Background: an optimization exercise with open tools, aiming at a short achievable clock period and few clock cycles. Do not read the settings as production practice. Only simulation tests tie the RTL to the original design; equivalence was not proved.

<file path="design/flow/config.mk">
export PLATFORM = sky130hd
export DESIGN_NAME = cpu
export DESIGN_NICKNAME = cpu
export VERILOG_FILES = /design/flow/design.v
export SDC_FILE = /design/flow/constraint.sdc
export NUM_CORES = 4
export LEC_CHECK = 0
export CAP_MARGIN = 20
export CORE_MARGIN = 2
export CORE_UTILIZATION = 40
export PLACE_DENSITY = 0.5
export SLEW_MARGIN = 20
export SYNTH_MEMORY_MAX_BITS = 16384
</file>
<file path="design/flow/constraint.sdc">
create_clock -name core_clock -period 150.0 [get_ports {clk}]
set_input_delay 30.0000 -clock core_clock [delete_from_list [all_inputs] [get_ports {clk}]]
set_output_delay 30.0000 -clock core_clock [all_outputs]
set_load 0.01 [all_outputs]
</file>
<file path="design/flow/design.v">
module idec(
    input  logic [31:0] i,
    output logic [4:0]  rs, rt, dest,
    output logic        rw,              
    output logic        urs, urt,        
    output logic        lw, sw, mem, beq, j,
    output logic        mult, div, mflo, mfhi, mdu,
    output logic        imm,             
    output logic [2:0]  ctl              
);
    logic r, addi;
    logic [5:0] fn;
    assign fn   = i[5:0];
    assign r    = i[31:26] == 6'h00;
    assign addi = i[31:26] == 6'h08;
    assign lw   = i[31:26] == 6'h23;
    assign sw   = i[31:26] == 6'h2b;
    assign beq  = i[31:26] == 6'h04;
    assign j    = i[31:26] == 6'h02;
    assign mem  = lw | sw;
    assign mult = r & (fn == 6'h18);
    assign div  = r & (fn == 6'h1a);
    assign mflo = r & (fn == 6'h12);
    assign mfhi = r & (fn == 6'h10);
    assign mdu  = mult | div | mflo | mfhi;
    assign rs   = i[25:21];
    assign rt   = i[20:16];
    assign dest = r ? i[15:11] : i[20:16];
    assign rw   = (r | addi | lw) & (dest != 5'd0);
    assign urs  = r | addi | lw | sw | beq;
    assign urt  = r | sw | beq;
    assign imm  = ~r;
    always_comb begin
        if (!r)                ctl = 3'd0;
        else if (fn == 6'h22)  ctl = 3'd1;
        else if (fn == 6'h24)  ctl = 3'd2;
        else if (fn == 6'h25)  ctl = 3'd3;
        else if (fn == 6'h2a)  ctl = 3'd4;
        else if (mult | div)   ctl = 3'd5;
        else                   ctl = 3'd0;
    end
endmodule
module cpu(
    input  logic        clk, reset,
    output logic [31:0] pcF,
    input  logic [31:0] instrF,
    output logic        memwriteM,
    output logic [31:0] aluoutM, writedataM,
    input  logic [31:0] readdataM
);
    localparam int DSTEP = 8;             
    logic rst_q;
    always_ff @(posedge clk or posedge reset) begin
        if (reset) rst_q <= 1'b1;
        else       rst_q <= 1'b0;
    end
    logic [7:0]   pc_o;                   
    assign pcF = {22'b0, pc_o, 2'b00};
    logic [31:0]  fq;                     
    logic [7:0]   fq_pc;
    logic         fq_v;
    logic [31:0]  ice [0:127];            
    logic [31:0]  ico [0:127];            
    logic [255:0] icv;
    always_ff @(posedge clk) begin
        fq    <= instrF;
        fq_pc <= pc_o;
        if (fq_v) begin
            if (fq_pc[0]) ico[fq_pc[7:1]] <= fq;
            else          ice[fq_pc[7:1]] <= fq;
        end
    end
    always_ff @(posedge clk) begin
        if (rst_q) begin
            fq_v <= 1'b0;
            icv  <= '0;
        end else begin
            fq_v <= 1'b1;
            if (fq_v) icv[fq_pc] <= 1'b1;
        end
    end
    logic [7:0]  dpc, dpc1, dpc2;
    assign dpc1 = dpc + 8'd1;
    assign dpc2 = dpc + 8'd2;
    logic [6:0]  eidx, oidx;
    logic [31:0] ew, ow, i0, i1;
    logic        fe, fo, eav, oav, a0, a1;
    assign eidx = dpc[7:1] + {6'd0, dpc[0]};
    assign oidx = dpc[7:1];
    assign fe   = fq_v & ~fq_pc[0] & (fq_pc[7:1] == eidx);
    assign fo   = fq_v &  fq_pc[0] & (fq_pc[7:1] == oidx);
    assign ew   = fe ? fq : ice[eidx];
    assign ow   = fo ? fq : ico[oidx];
    assign eav  = fe | icv[{eidx, 1'b0}];
    assign oav  = fo | icv[{oidx, 1'b1}];
    assign i0   = dpc[0] ? ow : ew;
    assign i1   = dpc[0] ? ew : ow;
    assign a0   = dpc[0] ? oav : eav;
    assign a1   = dpc[0] ? eav : oav;
    logic [4:0] d0_rs, d0_rt, d0_dest, d1_rs, d1_rt, d1_dest;
    logic d0_rw, d0_urs, d0_urt, d0_lw, d0_sw, d0_mem, d0_beq, d0_j;
    logic d0_mult, d0_div, d0_mflo, d0_mfhi, d0_mdu, d0_imm;
    logic d1_rw, d1_urs, d1_urt, d1_lw, d1_sw, d1_mem, d1_beq, d1_j;
    logic d1_mult, d1_div, d1_mflo, d1_mfhi, d1_mdu, d1_imm;
    logic [2:0] d0_ctl, d1_ctl;
    idec dec_d0(.i(i0), .rs(d0_rs), .rt(d0_rt), .dest(d0_dest), .rw(d0_rw),
                .urs(d0_urs), .urt(d0_urt), .lw(d0_lw), .sw(d0_sw), .mem(d0_mem),
                .beq(d0_beq), .j(d0_j), .mult(d0_mult), .div(d0_div),
                .mflo(d0_mflo), .mfhi(d0_mfhi), .mdu(d0_mdu), .imm(d0_imm),
                .ctl(d0_ctl));
    idec dec_d1(.i(i1), .rs(d1_rs), .rt(d1_rt), .dest(d1_dest), .rw(d1_rw),
                .urs(d1_urs), .urt(d1_urt), .lw(d1_lw), .sw(d1_sw), .mem(d1_mem),
                .beq(d1_beq), .j(d1_j), .mult(d1_mult), .div(d1_div),
                .mflo(d1_mflo), .mfhi(d1_mfhi), .mdu(d1_mdu), .imm(d1_imm),
                .ctl(d1_ctl));
    logic [511:0] bctr;
    logic         p0, p1, tk0d, tk1d, pair;
    logic [7:0]   t0d, t1d, dnext;
    assign p0   = bctr[{dpc, 1'b1}];
    assign p1   = bctr[{dpc1, 1'b1}];
    assign t0d  = d0_j ? i0[7:0] : dpc1 + i0[7:0];
    assign t1d  = d1_j ? i1[7:0] : dpc2 + i1[7:0];
    assign tk0d = d0_j | (d0_beq & p0);
    assign tk1d = d1_j | (d1_beq & p1);
    assign pair = a1 & ~tk0d & ~(d0_mem & d1_mem) & ~(d0_mdu & d1_mdu) &
                  ~(d0_rw & ((d1_urs & d1_rs == d0_dest) |
                             (d1_urt & d1_rt == d0_dest) |
                             (d1_rw & d1_dest == d0_dest)));
    always_comb begin
        if (!a0)       dnext = dpc;
        else if (tk0d) dnext = t0d;
        else if (!pair) dnext = dpc1;
        else if (tk1d) dnext = t1d;
        else           dnext = dpc2;
    end
    logic [31:0] x0_i, x1_i;
    logic [7:0]  x0_pc, x_pred;
    logic        x0_v, x1_v;
    logic [7:0]  x1_pc;
    assign x1_pc = x0_pc + 8'd1;
    logic [4:0] e0_rs, e0_rt, e0_dest, e1_rs, e1_rt, e1_dest;
    logic e0_rw, e0_urs, e0_urt, e0_lw, e0_sw, e0_mem, e0_beq, e0_j;
    logic e0_mult, e0_div, e0_mflo, e0_mfhi, e0_mdu, e0_imm;
    logic e1_rw, e1_urs, e1_urt, e1_lw, e1_sw, e1_mem, e1_beq, e1_j;
    logic e1_mult, e1_div, e1_mflo, e1_mfhi, e1_mdu, e1_imm;
    logic [2:0] e0_ctl, e1_ctl;
    idec dec_x0(.i(x0_i), .rs(e0_rs), .rt(e0_rt), .dest(e0_dest), .rw(e0_rw),
                .urs(e0_urs), .urt(e0_urt), .lw(e0_lw), .sw(e0_sw), .mem(e0_mem),
                .beq(e0_beq), .j(e0_j), .mult(e0_mult), .div(e0_div),
                .mflo(e0_mflo), .mfhi(e0_mfhi), .mdu(e0_mdu), .imm(e0_imm),
                .ctl(e0_ctl));
    idec dec_x1(.i(x1_i), .rs(e1_rs), .rt(e1_rt), .dest(e1_dest), .rw(e1_rw),
                .urs(e1_urs), .urt(e1_urt), .lw(e1_lw), .sw(e1_sw), .mem(e1_mem),
                .beq(e1_beq), .j(e1_j), .mult(e1_mult), .div(e1_div),
                .mflo(e1_mflo), .mfhi(e1_mfhi), .mdu(e1_mdu), .imm(e1_imm),
                .ctl(e1_ctl));
    logic [31:0] rf [1:31];
    logic        m0_rw, m1_rw, m0_ld, m1_ld, w0_rw, w1_rw, w0_ld, w1_ld;
    logic [4:0]  m0_dest, m1_dest, w0_dest, w1_dest;
    logic [31:0] m0_res, m1_res, w0_alu, w1_alu, w_rd, w0_res, w1_res;
    assign w0_res = w0_ld ? w_rd : w0_alu;
    assign w1_res = w1_ld ? w_rd : w1_alu;
    function automatic logic [31:0] fwd(
        input logic [4:0] a,
        input logic m1rw, input logic [4:0] m1d, input logic [31:0] m1r,
        input logic m0rw, input logic [4:0] m0d, input logic [31:0] m0r,
        input logic w1rw, input logic [4:0] w1d, input logic [31:0] w1r,
        input logic w0rw, input logic [4:0] w0d, input logic [31:0] w0r,
        input logic [31:0] rfv);
        if (a == 5'd0)                fwd = 32'd0;
        else if (m1rw && m1d == a)    fwd = m1r;
        else if (m0rw && m0d == a)    fwd = m0r;
        else if (w1rw && w1d == a)    fwd = w1r;
        else if (w0rw && w0d == a)    fwd = w0r;
        else                          fwd = rfv;
    endfunction
    function automatic logic lwait(
        input logic u, input logic [4:0] a,
        input logic m1rw, input logic [4:0] m1d, input logic m1ld,
        input logic m0rw, input logic [4:0] m0d, input logic m0ld);
        if (!u || a == 5'd0)          lwait = 1'b0;
        else if (m1rw && m1d == a)    lwait = m1ld;
        else if (m0rw && m0d == a)    lwait = m0ld;
        else                          lwait = 1'b0;
    endfunction
    logic [31:0] A0, B0, A1, B1;
    always_comb begin
        A0 = fwd(e0_rs, m1_rw, m1_dest, m1_res, m0_rw, m0_dest, m0_res,
                 w1_rw, w1_dest, w1_res, w0_rw, w0_dest, w0_res, rf[e0_rs]);
        B0 = fwd(e0_rt, m1_rw, m1_dest, m1_res, m0_rw, m0_dest, m0_res,
                 w1_rw, w1_dest, w1_res, w0_rw, w0_dest, w0_res, rf[e0_rt]);
        A1 = fwd(e1_rs, m1_rw, m1_dest, m1_res, m0_rw, m0_dest, m0_res,
                 w1_rw, w1_dest, w1_res, w0_rw, w0_dest, w0_res, rf[e1_rs]);
        B1 = fwd(e1_rt, m1_rw, m1_dest, m1_res, m0_rw, m0_dest, m0_res,
                 w1_rw, w1_dest, w1_res, w0_rw, w0_dest, w0_res, rf[e1_rt]);
    end
    logic lu;
    always_comb begin
        lu = lwait(e0_urs, e0_rs, m1_rw, m1_dest, m1_ld, m0_rw, m0_dest, m0_ld) |
             lwait(e0_urt, e0_rt, m1_rw, m1_dest, m1_ld, m0_rw, m0_dest, m0_ld) |
             (x1_v & (lwait(e1_urs, e1_rs, m1_rw, m1_dest, m1_ld, m0_rw, m0_dest, m0_ld) |
                      lwait(e1_urt, e1_rt, m1_rw, m1_dest, m1_ld, m0_rw, m0_dest, m0_ld)));
    end
    logic [31:0] hi, lo;
    logic [63:0] prod, dnext_md;
    logic        busy, dlast, mul_p;
    logic xstall, go, go1;
    assign xstall = x0_v & (lu | (busy & (e0_mdu | (x1_v & e1_mdu))));
    assign go     = x0_v & ~xstall;
    function automatic logic [31:0] alu(
        input logic [31:0] a, input logic [31:0] b, input logic [2:0] c);
        case (c)
            3'd1:    alu = a - b;
            3'd2:    alu = a & b;
            3'd3:    alu = a | b;
            3'd4:    alu = {31'd0, (a[31] != b[31]) ? a[31] : (a < b)};
            3'd5:    alu = 32'd0;
            default: alu = a + b;
        endcase
    endfunction
    logic [31:0] lo_now, hi_now;          
    assign lo_now = mul_p ? prod[31:0]  : dlast ? dnext_md[31:0]  : lo;
    assign hi_now = mul_p ? prod[63:32] : dlast ? dnext_md[63:32] : hi;
    logic [31:0] s0, s1, res0, res1;
    assign s0 = {{16{x0_i[15]}}, x0_i[15:0]};
    assign s1 = {{16{x1_i[15]}}, x1_i[15:0]};
    always_comb begin
        if (e0_mflo)      res0 = lo_now;
        else if (e0_mfhi) res0 = hi_now;
        else              res0 = alu(A0, e0_imm ? s0 : B0, e0_ctl);
        if (e1_mflo)      res1 = lo_now;
        else if (e1_mfhi) res1 = hi_now;
        else              res1 = alu(A1, e1_imm ? s1 : B1, e1_ctl);
    end
    logic       tk0, tk1, mispredict;
    logic [7:0] t0, t1, actual;
    assign t0  = e0_j ? x0_i[7:0] : x1_pc + x0_i[7:0];
    assign t1  = e1_j ? x1_i[7:0] : x0_pc + 8'd2 + x1_i[7:0];
    assign tk0 = e0_j | (e0_beq & (A0 == B0));
    assign tk1 = e1_j | (e1_beq & (A1 == B1));
    always_comb begin
        if (tk0)        actual = t0;
        else if (!x1_v) actual = x1_pc;
        else if (tk1)   actual = t1;
        else            actual = x0_pc + 8'd2;
    end
    assign go1        = go & x1_v & ~tk0;
    assign mispredict = go & (actual != x_pred);
    logic [7:0] nd;
    assign nd = mispredict ? actual : (xstall ? dpc : dnext);
    always_ff @(posedge clk) begin
        if (rst_q) begin
            dpc  <= 8'd0;
            x0_v <= 1'b0;
            x1_v <= 1'b0;
        end else begin
            dpc <= nd;
            if (mispredict) begin
                x0_v <= 1'b0;
                x1_v <= 1'b0;
            end else if (!xstall) begin
                x0_v <= a0;
                x1_v <= a0 & ~tk0d & pair;
            end
        end
    end
    always_ff @(posedge clk) begin
        if (!xstall) begin
            x0_i   <= i0;
            x1_i   <= i1;
            x0_pc  <= dpc;
            x_pred <= dnext;
        end
    end
    function automatic logic have(input logic [7:0] a);
        have = icv[a] | (fq_v & fq_pc == a) | (pc_o == a);
    endfunction
    logic [7:0] pnext;
    always_comb begin
        if (!have(nd))                 pnext = nd;
        else if (!have(nd + 8'd1))     pnext = nd + 8'd1;
        else if (!have(nd + 8'd2))     pnext = nd + 8'd2;
        else                           pnext = nd + 8'd3;
    end
    always_ff @(posedge clk) begin
        if (rst_q) pc_o <= 8'd0;
        else       pc_o <= pnext;
    end
    always_ff @(posedge clk) begin
        if (rst_q) bctr <= {256{2'b01}};
        else begin
            if (go & e0_beq) begin
                if (tk0) bctr[{x0_pc, 1'b0} +: 2] <= (bctr[{x0_pc, 1'b0} +: 2] == 2'b11) ? 2'b11 : bctr[{x0_pc, 1'b0} +: 2] + 2'b01;
                else     bctr[{x0_pc, 1'b0} +: 2] <= (bctr[{x0_pc, 1'b0} +: 2] == 2'b00) ? 2'b00 : bctr[{x0_pc, 1'b0} +: 2] - 2'b01;
            end
            if (go1 & e1_beq) begin
                if (tk1) bctr[{x1_pc, 1'b0} +: 2] <= (bctr[{x1_pc, 1'b0} +: 2] == 2'b11) ? 2'b11 : bctr[{x1_pc, 1'b0} +: 2] + 2'b01;
                else     bctr[{x1_pc, 1'b0} +: 2] <= (bctr[{x1_pc, 1'b0} +: 2] == 2'b00) ? 2'b00 : bctr[{x1_pc, 1'b0} +: 2] - 2'b01;
            end
        end
    end
    logic msel;
    assign msel = ~e0_mem;
    always_ff @(posedge clk or posedge reset) begin
        if (reset) aluoutM <= 32'd0;
        else       aluoutM <= msel ? res1 : res0;
    end
    always_ff @(posedge clk or posedge reset) begin
        if (reset) memwriteM <= 1'b0;
        else       memwriteM <= ((go & e0_sw) | (go1 & e1_sw)) & ~rst_q;
    end
    always_ff @(posedge clk) begin
        writedataM <= msel ? B1 : B0;
        m0_rw   <= go & e0_rw & ~rst_q;
        m1_rw   <= go1 & e1_rw & ~rst_q;
        m0_ld   <= e0_lw;
        m1_ld   <= e1_lw;
        m0_dest <= e0_dest;
        m1_dest <= e1_dest;
        m0_res  <= res0;
        m1_res  <= res1;
    end
    always_ff @(posedge clk) begin
        w0_rw   <= m0_rw & ~rst_q;
        w1_rw   <= m1_rw & ~rst_q;
        w0_ld   <= m0_ld;
        w1_ld   <= m1_ld;
        w0_dest <= m0_dest;
        w1_dest <= m1_dest;
        w0_alu  <= m0_res;
        w1_alu  <= m1_res;
        w_rd    <= readdataM;
        if (w0_rw) rf[w0_dest] <= w0_res;
        if (w1_rw) rf[w1_dest] <= w1_res;
    end
    function automatic logic [63:0] dstep(input logic [63:0] rq, input logic [31:0] d,
                                          input logic [33:0] d3);
        logic [34:0] r4, q1, q2, q3;
        r4 = {1'b0, rq[63:30]};
        q1 = r4 - {3'b0, d};
        q2 = r4 - {2'b0, d, 1'b0};
        q3 = r4 - {1'b0, d3};
        if (!q3[34])      dstep = {q3[31:0], rq[29:0], 2'b11};
        else if (!q2[34]) dstep = {q2[31:0], rq[29:0], 2'b10};
        else if (!q1[34]) dstep = {q1[31:0], rq[29:0], 2'b01};
        else              dstep = {r4[31:0], rq[29:0], 2'b00};
    endfunction
    logic        mslot, mgo_mul, mgo_div;
    logic [31:0] MA, MB;
    assign mslot   = ~e0_mdu;
    assign MA      = mslot ? A1 : A0;
    assign MB      = mslot ? B1 : B0;
    assign mgo_mul = (go & e0_mult) | (go1 & e1_mult);
    assign mgo_div = (go & e0_div)  | (go1 & e1_div);
    logic [31:0] ma, mb;
    logic [33:0] mb3;
    logic [3:0]  dcnt;
    assign busy  = dcnt[3:1] != 3'd0;
    assign dlast = dcnt == 4'd1;
    assign prod  = {32'd0, ma} * {32'd0, mb};
    always_comb begin
        dnext_md = {hi, lo};
        for (int k = 0; k < DSTEP / 2; k++) dnext_md = dstep(dnext_md, mb, mb3);
    end
    logic [5:0] dskip;
    logic [3:0] dcyc0;
    always_comb begin
        if (MB[31:24] != 8'd0 || MA[31:8] < MB[23:0]) begin
            dskip = 6'd24; dcyc0 = 4'd1;
        end else if (MB[31:16] != 16'd0 || MA[31:16] < MB[15:0]) begin
            dskip = 6'd16; dcyc0 = 4'd2;
        end else if (MB[31:8] != 24'd0 || MA[31:24] < MB[7:0]) begin
            dskip = 6'd8;  dcyc0 = 4'd3;
        end else begin
            dskip = 6'd0;  dcyc0 = 4'd4;
        end
    end
    always_ff @(posedge clk) begin
        if (rst_q) begin
            mul_p <= 1'b0;
            dcnt  <= '0;
        end else begin
            mul_p <= mgo_mul;
            if (mgo_div)        dcnt <= dcyc0;
            else if (dcnt != 0) dcnt <= dcnt - 1'b1;
        end
    end
    always_ff @(posedge clk) begin
        if (mgo_mul | mgo_div) begin
            ma  <= MA;
            mb  <= MB;
            mb3 <= {2'b0, MB} + {1'b0, MB, 1'b0};
        end
        if (mgo_div) begin
            {hi, lo} <= {32'd0, MA} << dskip;
        end else if (mul_p) begin
            {hi, lo} <= prod;
        end else if (dcnt != 0) begin
            {hi, lo} <= dnext_md;
        end
    end
endmodule
</file>
<file path="design/flow/flow/run.sh">
#!/bin/bash
# Layout flow: the standard ORFS flow (standard.sh, unchanged synthesis)
# with these changes to how the layout is made:
#  - the port buffers are buf_4 cells instead of the default pick;
#  - the timing repair steps aim for SETUP_SLACK_MARGIN ns of setup slack, so
#    the resizer works on the I/O paths, which are met with a large slack at
#    the design's period and otherwise left unoptimised;
#  - the tools run on 8 threads (the design is large and routing is slow).
# The clock period, SDC and every other setting are the standard flow's.
set -uo pipefail
export BUFFER_PORTS_ARGS="-buffer_cell sky130_fd_sc_hd__buf_4"
export SETUP_SLACK_MARGIN=119.0
bash standard.sh NUM_CORES=8 finish > standard_flow.log 2>&1
status=$?
mkdir -p logs_orfs
cp -r orfs/logs/* logs_orfs/ 2>/dev/null || true
exit $status
</file>
<file path="design/flow/standard.sh">
#!/bin/bash
# synth_recipe.tcl (not shown) runs the flow's synth.tcl, then flattens the netlist and writes it again
# the make line also repeats each setting of config.mk as NAME=value (left out here)
make -C /OpenROAD-flow-scripts/flow DESIGN_CONFIG=/design/flow/config.mk WORK_HOME=/design/flow/orfs CLKGATE_MAP_FILE= SYNTH_SCRIPT=/design/flow/synth_recipe.tcl "${@:-finish}"
</file>
==> results.txt <==
most frequent cell after synthesis=edfxtp_1; Slew @ Worst Pin=1.44 ns; Seq/Total Area, Yosys=56.4%; Buf/Inv on CP=1; gp weighted congestion=1.00; Fill cells=119,529; Vias=374,493; cell family with most CP delay=flip-flops; fraction of registers with async set/reset=0.323%; GRT Resource Usage Total=33.1%; Crit path depth=1; worst reg-to-reg setup slack=123.24 ns; Max Freq=31.4 MHz; Syn-to-layout area delta=12.6%; Final Hold Viols=0; R2R Path End=aluoutM[15]$_DFF_PP0_; clk slew on worst S/H paths=0.06 ns; final wirelength=2320 mm; initial antenna violation count=211; fin util=45.1%; Min Hold Slack=0.388 ns; Hold-fix buffers, CTS=0; GR Overflow Total=0; fin nets=40,434; Clock Path Buffers=6; Synth Warn #=2; crit-path max FO=2; max-slew violation count=0; layout cells sized above 1=20.8%; cell area after synthesis=541,000 um^2; Layout Skew=0.147 ns; top area cells in the synthesized netlist=edfxtp_1 52%, mux4_2 15%, dfxtp_1 4.0%, fa_1 3.4%, mux2i_1 2.8%; initial core utilization=40.1%; CTS tree=done; WP data required=120.00 ns; Final setup viols=0; Period Utilization, post-route=21.3%; highest cell delay on the worst timing path=0.36 ns; Worst R2R Start=mb[2]$_DFFE_PP_; Hold Path Class=flop to flop; Num CTS Buffers=1,266; reg2reg path depth=92; CTS Sinks=10,531; number of vias per cell=6.51; Cells after Synth=38,123; Slew HR=4.31%; Post-DRT Antenna Nets=0; DP HPWL=1500 mm; DR WL/cell=40.3 um; Worst setup endpoint=pcF[9]; Tmin final=31.88 ns; Most used DFF post-synth=edfxtp_1; Startpoint Class=flop; slowest CP cell=dfxtp_4; largest net degree at the start of global routing=170; area of the multi-input gates=222,000 um^2; global-route wire length before repair=3120 mm; drt drc=0; clock root buffer=clkbuf_16; status=complete, no violations; Core Region=1,350,000 um^2; RSZ-0062 raised after global routing=true; syn_area_per_cell=14.2 um^2; Die Area=1,360,000 um^2; synth unique cells=127; Sequential Area=306,000 um^2; MaxCap Viol Count=0; htree depth=7; Post-synth top cells=9,425 x edfxtp_1, 3,679 x mux4_2, 3,308 x nor2_1; initial drt markers=56,437; Synth top area share=52.3%; io pins=163; CP startpoint=pc_o[7]$_SDFF_PP0_; final setup TNS=0 ns; largest area contributor in the synthesized netlist=edfxtp_1; TritonRoute pass-1 iters=8; die width=1.17 mm; Clk Latency, worst-skew pair=1.36 ns; Buffers on Ports=138; vias in the first global route=359,331; Synth Register Bits=10,531; worst path arrival time=1.88 ns; crit end category=output pin; row count=427; CP Class=flop to output pin; die height=1.17 mm; worst path cell trace=buf_12; number of synthesized flops with an enable pin=9,425
==> registers in the layout, indices dropped and copies added, names as in the netlist, 33 cells and up, named ones only <==
register	count
ice	4096
ico	4096
rf	992
bctr	512
icv	256
mb3	33
==> worst min-delay path by stage <==
stage                       start                 end  cells past startpoint
2_1_floorplan  m0_dest[0]$_DFF_P_  w0_dest[0]$_DFF_P_                      0
3_3_place_gp   pc_o[4]$_SDFF_PP0_    fq_pc[4]$_DFF_P_                      0
3_5_place_dp   pc_o[4]$_SDFF_PP0_    fq_pc[4]$_DFF_P_                      0
4_1_cts             m1_ld$_DFF_P_       w1_ld$_DFF_P_                      0
5_1_grt             m1_ld$_DFF_P_       w1_ld$_DFF_P_                      0
6_report            m1_ld$_DFF_P_       w1_ld$_DFF_P_                      0
==> cells by family (layout without fill, tap and decap cells) <==
group | after synthesis | after routing | share of synthesized area, %
flip-flops | 10531 | 10531 | 56.4
AND/OR/NAND/NOR | 8382 | 8382 | 6.70
AO/OA/AOI/OAI | 6964 | 6964 | 8.22
multiplexers | 5371 | 5371 | 18.5
buffers and inverters | 4338 | 5569 | 3.48
adder cells (fa/ha/maj) | 1900 | 1900 | 5.66
XOR/XNOR | 636 | 636 | 1.03
other | 1 | 183 | 0.000693
==> metal layers <==
metal / vias to the layer above / part of all wire (%) / wire [um] / global-route usage, %
met4: 62 / 7.2 / 167000 / 19.4
met3: 5276 / 9.9 / 231000 / 7.42
li1: 148496 / - / - / -
met2: 23813 / 45 / 1040000 / 50.7
met1: 196846 / 38 / 884000 / 43.5
met5: - / 0.018 / 416 / 0
==> stage by stage <==
stage                     instances  setup WS (ns)  instance area (um^2)
after floorplan               38147         119.25                541000
after global placement        55166         119.20                569000
after detailed placement      55185         119.17                570000
after CTS                     57367         118.05                608000
after global routing          57435         118.10                609000
final                         57554         118.12                609000
==> placed cells by master (no fill, tap or decap), types with 131 or more instances in the layout <==
cell	n
a21o_1	202
o221ai_1	137
mux4_2	3679
clkinv_2	184
a22oi_1	293
inv_1	1636
a211oi_1	764
mux2i_1	1448
o22ai_1	289
a221oi_1	141
a21oi_1	2456
a31oi_1	157
xor2_1	177
and2_1	366
ha_1	974
nand2_1	2868
nor2_4	300
clkbuf_1	268
nor2_1	2961
clkinv_1	267
buf_4	1567
diode_2	158
mux2_2	175
xnor2_1	439
clkbuf_16	1293
nor2b_1	131
and3_1	139
dfxtp_1	969
nand3_1	507
edfxtp_1	9425
nor3_1	319
fa_1	917
o21ai_0	1053
==> layout make-up <==
type                       instances  share of cell area, %
clock inverter                   575                  0.751
antenna                          158                 0.0649
tap                            18018                   3.70
inverter                        1662                   1.03
clock buffer                    1599                   5.56
multi-input combinational      23278                   36.4
timing repair buffer            1733                   2.36
sequential                     10531                   50.1
==> what timing repair did <==
item                       4_1_cts  5_1_grt
buffers inserted                 8        0
setup endpoints to repair       73       73
gates resized for setup        116        3
Testbench counts, summed over its fixed seeds: cycles 33,971.

[static timing again, ports no longer ideal]
In the flow no input, the clock included, has a driving cell. The finished layout below was timed again as built, in two steps. Step 1 (the two cells are an assumption about what drives the block):
set clk [get_ports {clk}]
set_driving_cell -lib_cell sky130_fd_sc_hd__clkbuf_16 $clk
set_driving_cell -lib_cell sky130_fd_sc_hd__buf_2 [delete_from_list [all_inputs] $clk]
Step 2 times the ports against the registers' clock, not the clock port: input delays grow and output delays shrink by t, the midpoint of the rising clock arrivals with the driver on. a / b / c = ideal / step 1 / step 2; a / b = the first two.
shift t [ns]: 1.467
setup WS [ns]: 118.123 / 117.940 / 119.369
worst register clock-pin slew, ns: 0.08 / 0.08
After both steps this run still meets setup and hold. For this run, drivers alone change the setup slack by -0.183 ns; drivers and shift together by +1.246 ns. Setup slack includes reset recovery checks.
